This design comes from an exercise in tuning for small area on the open sky130 flow, not from production work.
Only simulation tests tie the RTL to the original design; equivalence was not proved.
Power and IR drop assume default switching activity.

$ cat flow/design.v
`timescale 1ns / 1ps
module Clock #(
    parameter integer DIV_1HZ  = 2000,
    parameter integer DIV_DISP = 10,
    parameter integer DIV_BTN  = 3
  )(
    input Clk100M,
    input rst,
    output reg ClkDisp,
    output reg Clk1Hz,
    output reg ClkBtn,
    output reg [31:0] counterBtn
    );
integer counter1Hz;
integer counterDisp;
always @(posedge Clk100M) begin
  if (rst) begin
    counter1Hz <= 0;
    counterDisp <= 0;
    counterBtn <= 0;
    Clk1Hz <= 0;
    ClkDisp <= 0;
    ClkBtn <= 0;
  end
  else begin
  if (counter1Hz == DIV_1HZ - 1) begin
    counter1Hz <= 0;
    Clk1Hz <= 1;
  end
  else begin
    Clk1Hz <= 0;
    counter1Hz <= counter1Hz + 1;
  end
  if (counterDisp == DIV_DISP - 1) begin
    counterDisp <= 0;
    ClkDisp <= 1;
  end
  else begin
    ClkDisp <= 0;
    counterDisp <= counterDisp + 1;
  end
  if (counterBtn == DIV_BTN - 1) begin
    counterBtn <= 0;
    ClkBtn <= 1;
  end
  else begin
    counterBtn <= counterBtn + 1;
    ClkBtn <= 0;
  end
  end
end
endmodule
`timescale 1ns / 1ps
module BtnInput(
   input clk,
   input rst,
   input en,    
   input btnU,  
   input btnD,  
   input btnS,  
   output reg up,
   output reg down,
   output reg start
    );
	always @(posedge clk) begin
		if (rst)
			up <= 0;
		else if (en) begin
			if (btnU)
				up <= 1;
			else
				up <= 0;
		end
	end
	always @(posedge clk) begin
		if (rst)
			down <= 0;
		else if (en) begin
			if (btnD)
				down <= 1;
			else
				down <= 0;
		end
	end
  always @(posedge clk) begin
    if (rst)
      start <= 0;
    else if (en) begin
      if (btnS)
        start <= 1;
      else
        start <= 0;
    end
  end
endmodule
`timescale 1ns / 1ps
module BtnBlip(
        input Clk100M,
        input rst,
        input D,
        output reg blip
);
reg prevVal;
always @(posedge Clk100M) begin
  if (rst) begin
    blip <= 0;
    prevVal <= 0;
  end
  else if (D == 1) begin
    if (prevVal == 1) begin
      blip <= 0;
    end
    else begin
      blip <= 1;
      prevVal <= 1;
    end
  end
  else begin  
    blip <= 0;
    prevVal <= 0;
  end
end
endmodule
`timescale 1ns / 1ps
module RandomNum(
  input clk,
  input rst,
  input [31:0] counter,
  output [12:0] randomNum
 );
wire feedback =random[12] ^ random[3] ^ random[2] ^ random[0];
reg[12:0] random;
 always @(posedge clk) begin
  if(rst) begin
    random<=13'hf;
  end
  else begin
    random<={random[11:0], feedback};
  end
 end
 assign randomNum = random;
endmodule
`timescale 1ns / 1ps
module SymGen(
        input Clk100M,
        input rst,
        input [31:0] symGenMax,  
        input [31:0] counter,
        input genSym,  
        output reg generated,  
        output reg special,  
        output reg [7:0] generatedSym
);
wire [12:0] randomNum;
RandomNum rn(
  .clk(Clk100M),
  .rst(rst),
  .counter(counter),
  .randomNum(randomNum)
);
function [7:0] newSym;
input [12:0] number;
  case(number %16)
    0: newSym=8'b11101010;
    1: newSym=8'b11110001;
    2: newSym=8'b11010110;
    3: newSym=8'b10001001;
    4: newSym=8'b10011110;
    5: newSym=8'b11100101;
    6: newSym=8'b10110110;
    7: newSym=8'b10111111;
    8: newSym=8'b11011010;
    9: newSym=8'b11010101;
    10: newSym=8'b11100110;
    11: newSym=8'b10011101;
    12: newSym=8'b11111000;
    13: newSym=8'b10110011;
    14: newSym=8'b11110100;
    15: newSym=8'b11101101;
    default: newSym=8'b11111101;
  endcase
endfunction
integer symGenCount;
always @(posedge Clk100M) begin
  if (rst) begin
    special <= 0;
    generated <= 0;
    symGenCount <= 0;
    generatedSym <= 8'b11111111;
  end
  else if (genSym && (symGenCount >= symGenMax - 1)) begin
    generated <= 1;
    symGenCount <= 0;
    generatedSym <= newSym(randomNum);
    if((~generatedSym) & (8'b00000001))
      special<=1;
    else
      special<=0;
  end
  else begin
    generated <= 0;
    special <= 0;
    symGenCount <= symGenCount + 1;
  end
end
endmodule
`timescale 1ns / 1ps
module Starter(
          input Clk100M,
          input rst,
          input Clk1Hz,
          input newLevel,
          input start,
          output reg prelimSig
);
reg started;
always @(posedge Clk100M) begin
  if (rst) begin
    started <= 0;
    prelimSig <= 0;
  end
  else if (start) begin
    started <= 1;
    prelimSig <= 1;
  end
  else if (newLevel) begin
    prelimSig <= 1;
  end
  else begin
    prelimSig <= 0;
  end
end
endmodule
`timescale 1ns / 1ps
module CountDownTimer(
              input Clk100M,
              input rst,
              input Clk1Hz,
              input start,
              input [3:0] curLevel,
              output reg doneCounting,
              output reg [7:0] seg0,
              output reg [7:0] seg1
);
function [7:0] intToSeg;
input [3:0] number;
  case(number)
    0: intToSeg=8'b11000000;
    1: intToSeg=8'b11111001;
    2: intToSeg=8'b10100100;
    3: intToSeg=8'b10110000;
    4: intToSeg=8'b10011001;
    5: intToSeg=8'b10010010;
    6: intToSeg=8'b10000010;
    7: intToSeg=8'b11011000;
    8: intToSeg=8'b10000000;
    9: intToSeg=8'b10010000;
    default: intToSeg=8'b11111111;
  endcase
endfunction
integer curCount;
reg counting;
reg finished;
always @(posedge Clk100M) begin
  if (rst) begin
    counting <= 0;
    doneCounting <= 0;
  end
  else if (start && counting == 0) begin
    counting <= 1;
  end
  else if (finished && counting == 1) begin
    counting <= 0;
    doneCounting <= 1;
  end
  else begin
    doneCounting <= 0;
  end
end
always @(posedge Clk100M) begin
  if (rst) begin
    seg0 <= 8'b11111111;
    seg1 <= 8'b11111111;
    curCount <= 6;
    finished <= 0;
  end
  else if (Clk1Hz) begin
  if (counting && curCount == 6) begin  
    seg0 <= 8'b11000111;  
    seg1 <= intToSeg(curLevel);  
    curCount <= curCount - 1;
  end
  else if (counting && curCount > 0) begin  
    seg0 <= intToSeg(curCount);
    seg1 <= 8'b11111111;
    curCount <= curCount - 1;
    finished <= 0;
  end
  else if (counting && curCount == 0) begin
    finished <= 1;
    curCount <= 6;
    seg0 <= 8'b11111111;
    seg1 <= 8'b11111111;
  end
  else begin
    finished <= 0;
  end
  end
end
endmodule
`timescale 1ns / 1ps
module PrelimPeriod(
          input Clk100M,
          input rst,
          input Clk1Hz,
          input prelimSig,
          input [3:0] curLevel,
          output reg gameSig,
          output [7:0] prelimSeg0,
          output [7:0] prelimSeg1,
          output reg [7:0] prelimSeg2,
          output reg [7:0] prelimSeg3
);
wire doneCounting;
reg startCountDown;
CountDownTimer t(.Clk100M(Clk100M),
                 .rst(rst),
                 .Clk1Hz(Clk1Hz),
                 .curLevel(curLevel),
                 .start(startCountDown),
                 .doneCounting(doneCounting),
                 .seg0(prelimSeg0),
                 .seg1(prelimSeg1));
always @(posedge Clk100M) begin
  if (rst) begin
    startCountDown <= 0;
    gameSig <= 0;
    prelimSeg2 <= 8'b11111111;
    prelimSeg3 <= 8'b11111111;
  end
  else begin
  if (prelimSig) begin
    startCountDown <= 1;
    prelimSeg2 <= 8'b11111111;
    prelimSeg3 <= 8'b11111111;
  end
  else begin
    startCountDown <= 0;
  end
  if (doneCounting) begin
    gameSig <= 1;
  end
  else begin
    gameSig <= 0;
  end
  end
end
endmodule
`timescale 1ns / 1ps
module GamePeriod(
          input Clk100M,
          input rst,
          input Clk1Hz,
          input gameSig,
          input [31:0] symGenMax,
          input [31:0] counter,
          output reg [0:0] startGen,
          output reg [0:0] stopGen,
          output reg [0:0] answerSig,
          output reg [7:0] numSpecial,
          output reg [7:0] gameSeg0,
          output reg [7:0] gameSeg1,
          output reg [7:0] gameSeg2,
          output reg [7:0] gameSeg3
);
integer gameTime;
reg runTiming;
reg periodFinished;
wire generated, special;
reg generateSymbols;
wire [7:0] generatedSym;
SymGen sg(
      .Clk100M(Clk100M),
      .rst(rst),
      .symGenMax(symGenMax),
      .counter(counter),
      .genSym(generateSymbols),
      .generated(generated),
      .special(special),
      .generatedSym(generatedSym)
);
always @(posedge Clk100M) begin
  if (rst) begin
    answerSig <= 0;
    startGen <= 0;
    stopGen <= 0;
    runTiming <= 0;
    numSpecial <= 0;
    gameSeg0 <= 8'b11111111;
    gameSeg1 <= 8'b11111111;
    gameSeg2 <= 8'b11111111;
    gameSeg3 <= 8'b11111111;
  end
  else begin
  if (gameSig) begin
    gameSeg0 <= 8'b11111111;
    gameSeg1 <= 8'b11111111;
    gameSeg2 <= 8'b11111111;
    gameSeg3 <= 8'b11111111;
    numSpecial <= 0;
    runTiming <= 1;
    startGen <= 1;
  end
  else begin
    startGen <= 0;
  end
  if (periodFinished && runTiming == 1) begin
    runTiming <= 0;
    stopGen <= 1;
    answerSig <= 1;
  end
  else begin
    stopGen <= 0;
    answerSig <= 0;
  end
  if (generated) begin
    if (special) begin
      numSpecial <= numSpecial + 1;
    end
    gameSeg3 <= gameSeg2;
    gameSeg2 <= gameSeg1;
    gameSeg1 <= gameSeg0;
    gameSeg0 <= generatedSym;
  end
  end
end
always @(posedge Clk100M) begin
  if (rst) begin
    gameTime <= 0;
    periodFinished <= 0;
    generateSymbols <= 0;
  end
  else if (Clk1Hz) begin
  if (runTiming && !periodFinished && gameTime < 14) begin
    generateSymbols <= 1;
    gameTime <= gameTime + 1;
    periodFinished <= 0;
  end
  else if (runTiming && gameTime == 14) begin
    generateSymbols <= 0;  
    gameTime <= gameTime +1;
  end
  else if (runTiming && gameTime == 15) begin
    generateSymbols <= 0;
    periodFinished <= 1;
    gameTime <= 0;
  end
  else begin
    generateSymbols <= 0;
    periodFinished <= 0;
  end
  end
end
endmodule
`timescale 1ns / 1ps
module AnswerPeriod(
          input Clk100M,
          input rst,
          input Clk1Hz,
          input answerSig,
          input [7:0] userCount,
          output reg postSig,
          output reg stopCount,
          output reg [7:0] answerSeg0,
          output reg [7:0] answerSeg1,
          output reg [7:0] answerSeg2,
          output reg [7:0] answerSeg3
);
function [7:0] intToSeg;
input [3:0] number;
  case(number)
    0: intToSeg=8'b11000000;
    1: intToSeg=8'b11111001;
    2: intToSeg=8'b10100100;
    3: intToSeg=8'b10110000;
    4: intToSeg=8'b10011001;
    5: intToSeg=8'b10010010;
    6: intToSeg=8'b10000010;
    7: intToSeg=8'b11011000;
    8: intToSeg=8'b10000000;
    9: intToSeg=8'b10010000;
    default: intToSeg=8'b11111111;
  endcase
endfunction
integer answerTime;
reg periodFinished;
reg runTiming;
always @(posedge Clk100M) begin
  if (rst) begin
    runTiming <= 0;
    postSig <= 0;
    stopCount <= 0;
    answerSeg0 <= 8'b11111111;
    answerSeg1 <= 8'b11111111;
    answerSeg2 <= 8'b11111111;
    answerSeg3 <= 8'b11111111;
  end
  else if (answerSig && runTiming == 0) begin
    answerSeg0 <= 8'b11111111;
    answerSeg1 <= 8'b11111111;
    answerSeg2 <= 8'b11111111;
    answerSeg3 <= 8'b11111111;
    runTiming <= 1;
  end
  else if (periodFinished && runTiming == 1) begin
    runTiming <= 0;
    stopCount <= 1;
    postSig <= 1;
  end
  else begin
    stopCount <= 0;
    postSig <= 0;
    answerSeg0 <= intToSeg(userCount / 10);
    answerSeg1 <= intToSeg(userCount % 10);
    answerSeg3 <= 8'b11000001;
  end
end
always @(posedge Clk100M) begin
  if (rst) begin
    answerTime <= 0;
    periodFinished <= 0;
  end
  else if (Clk1Hz) begin
  if (runTiming && !periodFinished && answerTime < 5) begin
    answerTime <= answerTime + 1;
    periodFinished <= 0;
  end
  else if (runTiming && answerTime == 5) begin
    periodFinished <= 1;
    answerTime <= 0;
  end
  else begin
    periodFinished <= 0;
  end
  end
end
endmodule
`timescale 1ns / 1ps
module PostPeriod(
          input Clk100M,
          input rst,
          input Clk1Hz,
          input postSig,
          input [7:0] magicSymbolCount,
          output reg levelComplete,
          output reg [7:0] postSeg0,
          output reg [7:0] postSeg1,
          output reg [7:0] postSeg2,
          output reg [7:0] postSeg3
);
function [7:0] intToSeg;
input [3:0] number;
  case(number)
    0: intToSeg=8'b11000000;
    1: intToSeg=8'b11111001;
    2: intToSeg=8'b10100100;
    3: intToSeg=8'b10110000;
    4: intToSeg=8'b10011001;
    5: intToSeg=8'b10010010;
    6: intToSeg=8'b10000010;
    7: intToSeg=8'b11011000;
    8: intToSeg=8'b10000000;
    9: intToSeg=8'b10010000;
    default: intToSeg=8'b11111111;
  endcase
endfunction
integer postTime;
reg periodFinished;
reg runTiming;
always @(posedge Clk100M) begin
  if (rst) begin
    runTiming <= 0;
    levelComplete <= 0;
    postSeg0 <= 8'b11111111;
    postSeg1 <= 8'b11111111;
    postSeg2 <= 8'b11111111;
    postSeg3 <= 8'b11111111;
  end
  else begin
  if (postSig && runTiming == 0) begin
    postSeg0 <= 8'b11111111;
    postSeg1 <= 8'b11111111;
    postSeg2 <= 8'b11111111;
    postSeg3 <= 8'b11111111;
    runTiming <= 1;
  end
  else if (periodFinished && runTiming == 1) begin
    runTiming <= 0;
    levelComplete <= 1;
  end
  else begin
    levelComplete <= 0;
  end
  postSeg0 <= intToSeg(magicSymbolCount / 10);
  postSeg1 <= intToSeg(magicSymbolCount % 10);
  postSeg3 <= 8'b10001000;
  end
end
always @(posedge Clk100M) begin
  if (rst) begin
    postTime <= 0;
    periodFinished <= 0;
  end
  else if (Clk1Hz) begin
  if (runTiming && !periodFinished && postTime < 5) begin
    postTime <= postTime + 1;
    periodFinished <= 0;
  end
  else if (runTiming && postTime == 5) begin
    periodFinished <= 1;
    postTime <= 0;
  end
  else begin
    periodFinished <= 0;
  end
  end
end
endmodule
`timescale 1ns / 1ps
module UserCount(
                  input Clk100M,
                  input rst,
                  input start,
                  input stop,
                  input up,
                  input down,
                  output reg [7:0] count
);
reg counting;
always @(posedge Clk100M) begin
  if (rst) begin
    count <= 0;
    counting <= 0;
  end
  else if (stop) begin
    counting <= 0;
  end
  else if (start) begin
    count <= 0;
    counting <= 1;
  end
  else if (up && counting) begin
    count <= count + 1;
  end
  else if (down && counting) begin
    count <= count - 1;
  end
  else begin
  end
end
endmodule
`timescale 1ns / 1ps
module Score(
          input Clk100M,
          input rst,
          input start,
          input stop,
          input [7:0] userCount,
          input [7:0] magicSymbolCount,
          output reg [7:0] difference
);
reg counting;
always @(posedge Clk100M) begin
  if (rst) begin
    difference <= 0;
    counting <= 0;
  end
  else begin
  if (stop) begin
    counting <= 0;
  end
  if (start) begin
    difference <= 0;
    counting <= 1;
  end
  if (counting) begin
    if(magicSymbolCount == userCount)
      difference <=0;
    else
      difference <=1;
  end
  end
end
endmodule
`timescale 1ns / 1ps
module Judge(
          input Clk100M,
          input rst,
          input levelComplete,
          input [4:0] difference,
          output reg incLevel,
          output reg lose
);
always @(posedge Clk100M) begin
  if (rst) begin
    incLevel <= 0;
    lose <= 0;
  end
  else if (levelComplete) begin
    if (difference) begin
      lose <= 1;
      incLevel <= 0;
    end
    else begin  
      incLevel <= 1;
      lose <= 0;
    end
  end
  else begin
    incLevel <= 0;
  end
end
endmodule
`timescale 1ns / 1ps
module LevelControl #(
          parameter [31:0] SYM_GEN_START = 2000,  
          parameter [31:0] SYM_GEN_STEP  = 500,   
          parameter [3:0]  MAX_LEVEL     = 3
        )(
          input Clk100M,
          input rst,
          input incLevel,
          output reg newLevel,
          output reg victory,
          output reg [3:0] curLevel,
          output reg [31:0] symGenMax  
);
always @(posedge Clk100M) begin
  if (rst) begin
    victory <= 0;
    curLevel <= 1;
    symGenMax <= SYM_GEN_START;
    newLevel <= 0;
  end
  else if (incLevel) begin
    if (curLevel == MAX_LEVEL) begin  
      victory <= 1;
    end
    else begin
      curLevel <= curLevel + 1;
      symGenMax <= symGenMax - SYM_GEN_STEP*curLevel;  
      newLevel <= 1;
    end
  end
  else begin
    newLevel <= 0;
  end
end
endmodule
`timescale 1ns / 1ps
module CurPeriod(
          input Clk100M,
          input rst,
          input prelimSig,
          input gameSig,
          input answerSig,
          input postSig,
          output reg pre,
          output reg game,
          output reg answer,
          output reg post
);
always @(posedge Clk100M) begin
  if (rst) begin
    pre <= 0;
    game <= 0;
    answer <= 0;
    post <= 0;
  end
  else if (prelimSig) begin
    pre <= 1;
    game <= 0;
    answer <= 0;
    post <= 0;
  end
  else if (gameSig) begin
    pre <= 0;
    game <= 1;
    answer <= 0;
    post <= 0;
  end
  else if (answerSig) begin
    pre <= 0;
    game <= 0;
    answer <= 1;
    post <= 0;
  end
  else if (postSig) begin
    pre <= 0;
    game <= 0;
    answer <= 0;
    post <= 1;
  end
  else begin
  end
end
endmodule
`timescale 1ns / 1ps
module DisplayCntrl(
                input Clk100M,
                input rst,
                input lose,
                input victory,
                input pre,
                input game,
                input answer,
                input post,
                input [7:0] prelimSeg0,
                input [7:0] prelimSeg1,
                input [7:0] prelimSeg2,
                input [7:0] prelimSeg3,
                input [7:0] gameSeg0,
                input [7:0] gameSeg1,
                input [7:0] gameSeg2,
                input [7:0] gameSeg3,
                input [7:0] answerSeg0,
                input [7:0] answerSeg1,
                input [7:0] answerSeg2,
                input [7:0] answerSeg3,
                input [7:0] postSeg0,
                input [7:0] postSeg1,
                input [7:0] postSeg2,
                input [7:0] postSeg3,
                output reg [7:0] segOut0,
                output reg [7:0] segOut1,
                output reg [7:0] segOut2,
                output reg [7:0] segOut3
);
function [7:0] intToSeg;
input [3:0] number;
  case(number)
    0: intToSeg=8'b11000000;
    1: intToSeg=8'b11111001;
    2: intToSeg=8'b10100100;
    3: intToSeg=8'b10110000;
    4: intToSeg=8'b10011001;
    5: intToSeg=8'b10010010;
    6: intToSeg=8'b10000010;
    7: intToSeg=8'b11011000;
    8: intToSeg=8'b10000000;
    9: intToSeg=8'b10010000;
    default: intToSeg=8'b11111111;
  endcase
endfunction
always @(posedge Clk100M) begin
  if (rst) begin
    segOut0 <= 8'b11111111;
    segOut1 <= 8'b11111111;
    segOut2 <= 8'b11111111;
    segOut3 <= 8'b11111111;
  end
  else if (lose) begin
    segOut0 <= 8'b11000111;  
    segOut1 <= 8'b11000000;  
    segOut2 <= 8'b10010010;  
    segOut3 <= 8'b10000110;  
  end
  else if (victory) begin
    segOut0 <= 8'b10010001;  
    segOut1 <= 8'b10001000;  
    segOut2 <= 8'b10010001;  
    segOut3 <= 8'b11111111; 
  end
  else if (pre) begin
    segOut0 <= prelimSeg0;
    segOut1 <= prelimSeg1;
    segOut2 <= prelimSeg2;
    segOut3 <= prelimSeg3;
  end
  else if (game) begin
    segOut0 <= gameSeg0;
    segOut1 <= gameSeg1;
    segOut2 <= gameSeg2;
    segOut3 <= gameSeg3;  
  end 
  else if (answer) begin
    segOut0 <= answerSeg0;
    segOut1 <= answerSeg1;
    segOut2 <= answerSeg2;
    segOut3 <= answerSeg3;
  end 
  else if (post) begin
    segOut0 <= postSeg0;
    segOut1 <= postSeg1;
    segOut2 <= postSeg2;
    segOut3 <= postSeg3;
  end
  else begin
    segOut0 <= 8'b10001001;
    segOut1 <= 8'b11111001;
    segOut2 <= 8'b11111111;
    segOut3 <= 8'b11111111;
  end
end
endmodule
`timescale 1ns / 1ps
module GamePlay(
                input Clk100M,
                input rst,
                input Clk1Hz,
                input ClkDisp,
                input userUp,
                input userDown,
                input start,
                input [31:0] counter,
                output [7:0] seg0,
                output [7:0] seg1,
                output [7:0] seg2,
                output [7:0] seg3
);
wire prelimSig;  
wire newLevel;
Starter st(
          .Clk100M(Clk100M),
          .rst(rst),
          .Clk1Hz(Clk1Hz),
          .start(start),
          .newLevel(newLevel),
          .prelimSig(prelimSig));
wire [7:0] prelimSeg0;
wire [7:0] prelimSeg1;
wire [7:0] prelimSeg2;
wire [7:0] prelimSeg3;
wire gameSig;
wire [3:0] curLevel;
PrelimPeriod prelim(
          .Clk100M(Clk100M),
          .rst(rst),
          .Clk1Hz(Clk1Hz),
          .prelimSig(prelimSig),
          .curLevel(curLevel),
          .gameSig(gameSig),
          .prelimSeg0(prelimSeg0),
          .prelimSeg1(prelimSeg1),
          .prelimSeg2(prelimSeg2),
          .prelimSeg3(prelimSeg3));
wire [7:0] gameSeg0;
wire [7:0] gameSeg1;
wire [7:0] gameSeg2;
wire [7:0] gameSeg3;
wire [7:0] numSpecial;
wire startGen, stopGen, answerSig;
wire [31:0] symGenMax;
GamePeriod gp(
          .Clk100M(Clk100M),
          .rst(rst),
          .Clk1Hz(Clk1Hz),
          .symGenMax(symGenMax),
          .gameSig(gameSig),
          .startGen(startGen),
          .stopGen(stopGen),
          .counter(counter),
          .answerSig(answerSig),
          .numSpecial(numSpecial),
          .gameSeg0(gameSeg0),
          .gameSeg1(gameSeg1),
          .gameSeg2(gameSeg2),
          .gameSeg3(gameSeg3));
wire [7:0] answerSeg0;
wire [7:0] answerSeg1;
wire [7:0] answerSeg2;
wire [7:0] answerSeg3;
wire postSig, stopCount;
wire [7:0] userCount; 
AnswerPeriod ap(
          .Clk100M(Clk100M),
          .rst(rst),
          .Clk1Hz(Clk1Hz),
          .answerSig(answerSig),
          .userCount(userCount),
          .postSig(postSig),
          .stopCount(stopCount),
          .answerSeg0(answerSeg0),
          .answerSeg1(answerSeg1),
          .answerSeg2(answerSeg2),
          .answerSeg3(answerSeg3));
wire [7:0] postSeg0;
wire [7:0] postSeg1;
wire [7:0] postSeg2;
wire [7:0] postSeg3;
wire levelComplete;
PostPeriod pp(
          .Clk100M(Clk100M),
          .rst(rst),
          .Clk1Hz(Clk1Hz),
          .postSig(postSig),
          .magicSymbolCount(numSpecial),
          .levelComplete(levelComplete),
          .postSeg0(postSeg0),
          .postSeg1(postSeg1),
          .postSeg2(postSeg2),
          .postSeg3(postSeg3));
UserCount uc(
           .Clk100M(Clk100M),
           .rst(rst),
           .start(startGen),
           .stop(stopCount),
           .up(userUp),  
           .down(userDown),
           .count(userCount));
wire [7:0] difference;
Score s(
          .Clk100M(Clk100M),
          .rst(rst),
          .start(startGen),
          .stop(stopCount),
          .userCount(userCount),
          .magicSymbolCount(numSpecial),
          .difference(difference));
wire incLevel, lose;
Judge j(
          .Clk100M(Clk100M),
          .rst(rst),
          .levelComplete(levelComplete),
          .difference(difference),
          .incLevel(incLevel),
          .lose(lose));
wire victory;
LevelControl lc(
          .Clk100M(Clk100M),
          .rst(rst),
          .incLevel(incLevel),
          .newLevel(newLevel),
          .victory(victory),
          .curLevel(curLevel),
          .symGenMax(symGenMax));
wire pre, game, answer, post;
CurPeriod cp(
          .Clk100M(Clk100M),
          .rst(rst),
          .prelimSig(prelimSig),
          .gameSig(gameSig),
          .answerSig(answerSig),
          .postSig(postSig),
          .pre(pre),
          .game(game),
          .answer(answer),
          .post(post));
DisplayCntrl dc(
                .Clk100M(Clk100M),
                .rst(rst),
                .lose(lose),
                .victory(victory),
                .pre(pre),
                .game(game),
                .answer(answer),
                .post(post),
                .prelimSeg0(prelimSeg0),
                .prelimSeg1(prelimSeg1),
                .prelimSeg2(prelimSeg2),
                .prelimSeg3(prelimSeg3),
                .gameSeg0(gameSeg0),
                .gameSeg1(gameSeg1),
                .gameSeg2(gameSeg2),
                .gameSeg3(gameSeg3),
                .answerSeg0(answerSeg0),
                .answerSeg1(answerSeg1),
                .answerSeg2(answerSeg2),
                .answerSeg3(answerSeg3),
                .postSeg0(postSeg0),
                .postSeg1(postSeg1),
                .postSeg2(postSeg2),
                .postSeg3(postSeg3),
                .segOut0(seg0),
                .segOut1(seg1),
                .segOut2(seg2),
                .segOut3(seg3));
endmodule
`timescale 1ns / 1ps
module Display(
        input Clk100M,
        input rst,
        input ClkDisp,
        input wire [7:0] seg0,
        input wire [7:0] seg1,
        input wire [7:0] seg2,
        input wire [7:0] seg3,
        input start,
        output reg [7:0] segOut,
        output reg [7:0] anOut
);
reg [1:0] count;
always @(posedge Clk100M) begin
  if (rst) begin
    segOut <= 8'b11111111;
    anOut <= 4'b1111;
    count <= 2'b00;
  end
  else if (ClkDisp) begin
  if (count == 0) begin
    anOut <= 4'b0111;
    segOut <= seg0;
    count <= count + 1;
  end
  else if (count == 1) begin
    anOut <= 4'b1011;
    segOut <= seg1;
    count <= count + 1;
  end
  else if (count == 2) begin
    anOut <= 4'b1101;
    segOut <= seg2;
    count <= count + 1;
  end
  else if (count == 3) begin
    anOut <= 4'b1110;
    segOut <= seg3;
    count <= 2'b00;
  end
  else begin
  end
  end
end
endmodule
`timescale 1ns / 1ps
module Game(
  input Clk100M,
  input rst,   
  input btnS,  
  input btnU,  
  input btnD,  
  output wire [7:0] seg,
  output wire [3:0] an
 );
wire Clk1Hz, ClkDisp, ClkBtn;
wire [31:0] counterBtn;
Clock c(.Clk100M(Clk100M),
            .rst(rst),
            .Clk1Hz(Clk1Hz),
            .ClkDisp(ClkDisp),
            .ClkBtn(ClkBtn),
            .counterBtn(counterBtn));
wire up, down, start;
BtnInput b(.clk(Clk100M),
                .rst(rst),
                .en(ClkBtn),
                .btnU(btnU),
                .btnD(btnD),
                .btnS(btnS),
                .up(up),
                .down(down),
                .start(start));
wire upB, downB, startB;
BtnBlip bup(.Clk100M(Clk100M),.rst(rst),.D(up),.blip(upB));
BtnBlip bdown(.Clk100M(Clk100M),.rst(rst),.D(down),.blip(downB));
BtnBlip bstart(.Clk100M(Clk100M),.rst(rst),.D(start),.blip(startB));
wire [7:0] seg0;
wire [7:0] seg1;
wire [7:0] seg2;
wire [7:0] seg3;
GamePlay gp( .Clk100M(Clk100M),
                      .rst(rst),
                      .Clk1Hz(Clk1Hz),
                      .ClkDisp(ClkDisp),
                      .userUp(upB),
                      .userDown(downB),
                      .start(startB),
                      .counter(counterBtn),
                      .seg0(seg0),
                      .seg1(seg1),
                      .seg2(seg2),
                      .seg3(seg3));
wire [7:0] anFull;
Display disp(
       .Clk100M(Clk100M),
       .rst(rst),
       .ClkDisp(ClkDisp),
       .start(startB),
        .seg0(seg0),
        .seg1(seg1),
        .seg2(seg2),
        .seg3(seg3),
        .segOut(seg),
        .anOut(anFull)
);
assign an = anFull[3:0];
endmodule
$ cat flow/run.sh
#!/bin/bash
# synth_recipe.tcl (not shown) runs the flow's synth.tcl, then flattens the netlist and writes it again
# the make line also repeats each setting of config.mk as NAME=value (left out here)
make -C /OpenROAD-flow-scripts/flow DESIGN_CONFIG=/design/flow/config.mk WORK_HOME=/design/flow/orfs CLKGATE_MAP_FILE= SYNTH_SCRIPT=/design/flow/synth_recipe.tcl finish
$ cat flow/config.mk
export PLATFORM = sky130hd
export DESIGN_NAME = Game
export DESIGN_NICKNAME = Game
export VERILOG_FILES = /design/flow/design.v
export SDC_FILE = /design/flow/constraint.sdc
export NUM_CORES = 4
export LEC_CHECK = 0
export CAP_MARGIN = 20
export CORE_MARGIN = 2
export CORE_UTILIZATION = 40
export SLEW_MARGIN = 20
$ cat flow/constraint.sdc
create_clock -name core_clock -period 10.0 [get_ports {Clk100M}]
set_input_delay 2.0000 -clock core_clock [delete_from_list [all_inputs] [get_ports {Clk100M}]]
set_output_delay 2.0000 -clock core_clock [all_outputs]
set_load 0.01 [all_outputs]
==> qor_table.md <==
| Group | Item | This run |
|---|---|---|
| logic synthesis | Post-Synthesis Net Count | 3201 |
| logic synthesis | Number of distinct library cells after synthesis | 93 |
| drt | Drt pass-1 iters | 5 |
| logic synthesis | Number of warnings reported in the yosys synthesis log | 19 |
| critical path | Data required time at the worst endpoint | 10480 ps |
| timing | Peak clock frequency supported by timing | 0.1619 GHz |
| critical path | Worst-path maximum fanout | 20 |
| finish | Most used cells in the layout excluding fill and tap cells | 495 x dfxtp_1, 446 x nor2_1, 258 x nand2_1, 163 x o21ai_0, 154 x xor2_1 |
| timing | Ratio of final minimum period to clock period | 61.75% |
| logic synthesis | Summed instance area of the synthesized netlist | 0.02527 mm^2 |
| timing | Time the worst path needs with I/O delays and setup | 6175 ps |
| clock network | Number of buffers added for setup after CTS | 0 |
| critical path | Critical Setup Path Class | register to register |
| placed design | Setup Slack @ Placement | 3935 ps |
| finish | Share of layout cells above drive strength 1 | 4.228% |
| timing | Worst Hold Margin | 392.5 ps |
| logic synthesis | Top cells by area, synth | dfxtp_1 39%, nor2_1 6.6%, ha_1 6.3%, xor2_1 5.3%, xnor2_1 4.1% |
| clock network | CTS tree | done |
| placed design | DP HPWL | 39.30 mm |
| global route | Global routing usage summed across all routing layers | 16.82% |
| drt | Routed Antenna Nets | 0 |
| power and ir drop | Cell Pwr Density | 145.9 mW/mm^2 |
| timing | Final count of negative-setup-slack endpoints | 0 |
| die | Overall die height | 255.3 um |
| job | Count of max-cap constraint violations | 0 |
| die | Effective utilization at floorplan | 40.28% |
| die | Die Outline Area | 0.06520 mm^2 |
| timing | Transition time of the tightest slew-check pin | 1035 ps |
| clock network | CTS clk-pin slew, worst paths | 60 ps |
| logic synthesis | Post-synthesis cell type with the largest combined area | dfxtp_1 |
| timing | Relative slew slack | 30.86% |
| clock network | Total clock sinks | 495 |
| die | Num ports | 17 |
| critical path | Most numerous cell on the critical path | ha_1 |
| hold path | Class of the tightest hold or removal check | register to register |
| global route | Total grt overflow | 0 |
| clock network | CTS buffer count | 55 |
| drt | Via count | 20.58k |
| finish | Area grow syn2layout | 10.33% |
| clock network | CTS HTree Levels | 2 |
| global route | First-pass GRT wire length | 95.03 mm |
| power and ir drop | Worst VDD drop | 118.6 uV |
| timing | Worst Skew | 27.22 ps |
| die | Number of cell rows | 92 |
| clock network | Cell chosen for the clock root | clkbuf_16 |
| outcome | Run status | finished clean |
| finish | Filler cells | 6177 |
| critical path | Cell type of the slowest stage on the worst timing path | dfxtp_1 |
| critical path | Peak per-stage delay on the critical path | 720 ps |
| drt | Violation count after the first detailed-route iteration | 1132 |
| drt | Post-Route WL | 56.10 mm |
| logic synthesis | Number of flops mapped to enable cells by yosys | 0 |
| logic synthesis | Sequential fraction of the synthesis area | 39.22% |
| timing | Setup slack after layout | 3825 ps |
| logic synthesis | Share of the synthesized area in the top cell type | 39.22% |
| clock network | Clock latency on the worst-skew pair | 620 ps |
| global route | Vias in the first global route | 19.70k |
| drt | Drc violations | 0 |
| critical path | Arrival time reported for the critical path endpoint | 6660 ps |
| logic synthesis | Proportion of synthesized flip-flops having asynchronous set or reset | 0% |
| critical path | Ordered list of cells on the worst path | inv_1, ha_1, or2_2, ha_1, nor3b_2, o221ai_1, a22oi_1, nor3b_1, a211oi_1, a311o_1, a221o_1, nand2b_1, xnor2_1, inv_1, ha_1, nand2_1, nor2_1, a21oi_2, nor2_1, or4b_1, a21boi_1 |
| critical path | Element type at the critical path start | register |
| global route | Antenna violations before repair | 0 |
| drt | Final routed wire length divided by cell count | 14.40 um |
| timing | Fin. Hold Viols | 0 |
| clock network | Clock Path Buffers | 3 |
| placed design | Number of buffers inserted by port buffering | 15 |
| clock network | Number of buffers inserted by hold repair at cts | 0 |
| finish | N_diodes | 0 |
| logic synthesis | Most used DFF post-synth | dfxtp_1 |
| logic synthesis | Total of flip-flops plus latches after synthesis | 495 |
| power and ir drop | Leakage power | 10.53 nW |
| timing | Final count of pins violating max slew | 0 |
| die | Standard cell core area | 0.06274 mm^2 |
| logic synthesis | Cell count after synthesis | 3059 |
| critical path | Kind of end point of the critical path | register |
| die | Chip Width | 255.3 um |
| drt | Vias per std cell | 5.280 |
| placed design | GP Congestion | 0.8702 |
| critical path | R2R cell count | 21 |
| clock network | Cts repair resizes | 0 |
| finish | Leading cell type in the layout, fill and taps excluded | dfxtp_1 |
| timing | Unrepaired setup endpoints after global routing | no |
| global route | Maximum number of pins on one net before global-route repair | 90 |
| finish | Number of nets in the layout | 3153 |
| hold path | Min-Delay Path Depth | 1 |
| logic synthesis | Per-instance average area after synthesis | 8.260 um^2 |
| timing | Setup_tns | 0 ps |
## registers in the layout, summed over array words and instances (netlist names), 32 cells and up, named ones only
signal                cells
c.counter1Hz             32
c.counterBtn             32
c.counterDisp            32
gp.ap.answerTime         32
gp.gp.gameTime           32
gp.gp.sg.symGenCount     32
gp.pp.postTime           32
gp.prelim.t.curCount     32
## final cells by class
type | instances | area [um^2] | area share (%)
Clock buffer | 81 | 1574 | 5.646
Clock inverter | 16 | 210.2 | 0.7540
Inverter | 109 | 410.4 | 1.472
Multi-Input combinational cell | 2324 | 14480 | 51.93
Sequential cell | 495 | 9910 | 35.54
Tap cell | 846 | 1059 | 3.797
Timing Repair Buffer | 26 | 237.7 | 0.8527
## Yosys cell counts (5+ instances only)
library cell	number
nand4_1	49
a211oi_1	18
dfxtp_1	495
xnor2_1	119
a21o_1	24
nor3_1	99
a21boi_0	6
and2_1	19
a221oi_1	8
o221ai_1	9
nand3b_1	10
o21ai_1	8
a31oi_1	20
buf_1	17
o21ai_0	164
o21a_1	15
a221o_1	5
or2_2	11
fa_1	9
nand2b_1	26
nand2_1	258
a21oi_1	152
inv_1	104
o21bai_1	6
mux2i_1	30
clkbuf_1	100
o31ai_1	15
buf_2	9
or3_1	52
or4_1	7
o211ai_1	31
nor3b_1	5
nor2_1	446
a22oi_1	10
ha_1	128
o22ai_1	21
nor2b_1	75
nand3_1	114
nor4_1	62
xor2_1	154
and4_1	16
and3_1	42
## stage by stage
step                      util (%)  power (W)  cell area, um^2  cells
after detailed placement     41.57   0.002120            26080   3799
after global placement       41.53   0.002117            26050   3799
after CTS                    44.42   0.004129            27860   3896
after global routing         44.44   0.004216            27880   3897
after floorplan                  -   0.002094            25270   3059
final                        44.44   0.004068            27880   3897
## path summary, 6_finish.rpt
check	start	to	slack, ps
worst max-delay path	gp.gp.numSpecial[6]$_SDFF_PP0_	gp.pp.postSeg1[3]$_SDFF_PP1_	3820
worst min-delay path	bup.prevVal$_SDFF_PP0_	bup.blip$_SDFF_PP0_	390
worst max register to register	gp.gp.numSpecial[6]$_SDFF_PP0_	gp.pp.postSeg1[3]$_SDFF_PP1_	3820
worst min register to register	bup.prevVal$_SDFF_PP0_	bup.blip$_SDFF_PP0_	390
## layer usage
metal | vias to the layer above | share of wire, % | track usage [%]
met4 | 0 | 1.9 | 4.592
met2 | 290 | 46 | 28.29
met5 | - | 0 | 0
met3 | 77 | 3.6 | 2.232
met1 | 9649 | 48 | 22.58
li1 | 10560 | - | -
## kinds of logic (layout without fill, tap and decap cells)
kind of cell | after synthesis | in the layout | share of synthesized area (%)
AOI/OAI and AO/OA | 565 | 565 | 14.02
xor gates and xnor gates | 274 | 274 | 9.527
adders and majority gates | 138 | 138 | 7.091
buffers and inverters | 240 | 232 | 3.719
DFF | 495 | 495 | 39.22
muxes | 33 | 33 | 1.367
other | 1 | 1 | 0.01484
and+or+nand+nor | 1313 | 1313 | 25.04
## report_power, final
group          internal [W]  switching, W   total, W
clock               0.00117      0.000824    0.00199
combinational     0.0000203     0.0000525  0.0000728
sequential          0.00199     0.0000141    0.00200
## worst max-delay path, delay by kind of cell (launching register included)
kind	cells	cell delay [ps]
AO/OA/AOI/OAI	7	1990
adder cells (fa/ha/maj)	3	830
AND/OR/NAND/NOR	8	1980
flip-flops	1	720
XOR/XNOR	1	300
buffers and inverters	2	240

## what the ideal ports hide
The flow's constraints put no driver on any port. The routed layout listed below was extracted and timed again, unchanged, in two steps. Step 1, drivers: a clkbuf_16 drives Clk100M and a buf_2 each remaining input, both assumed. Step 2 moves the port delays by t, midway between the first and last clock arrival at a register: inputs arrive t later, outputs are due t later. That takes back most of the time a late clock gives input paths. a / b / c = ideal / step 1 / step 2; a / b = the first two.
t, ns: 0.671
slack for setup (ns): 3.825 / 3.825 / 3.825
hold slack, ns: 0.392 / 0.392 / 0.392
slew at the worst register clock pin (ns): 0.06 / 0.06
After both steps this run still meets setup and hold. The setup slack of this run moves by 0.000 ns with the drivers and by 0.000 ns with both steps.
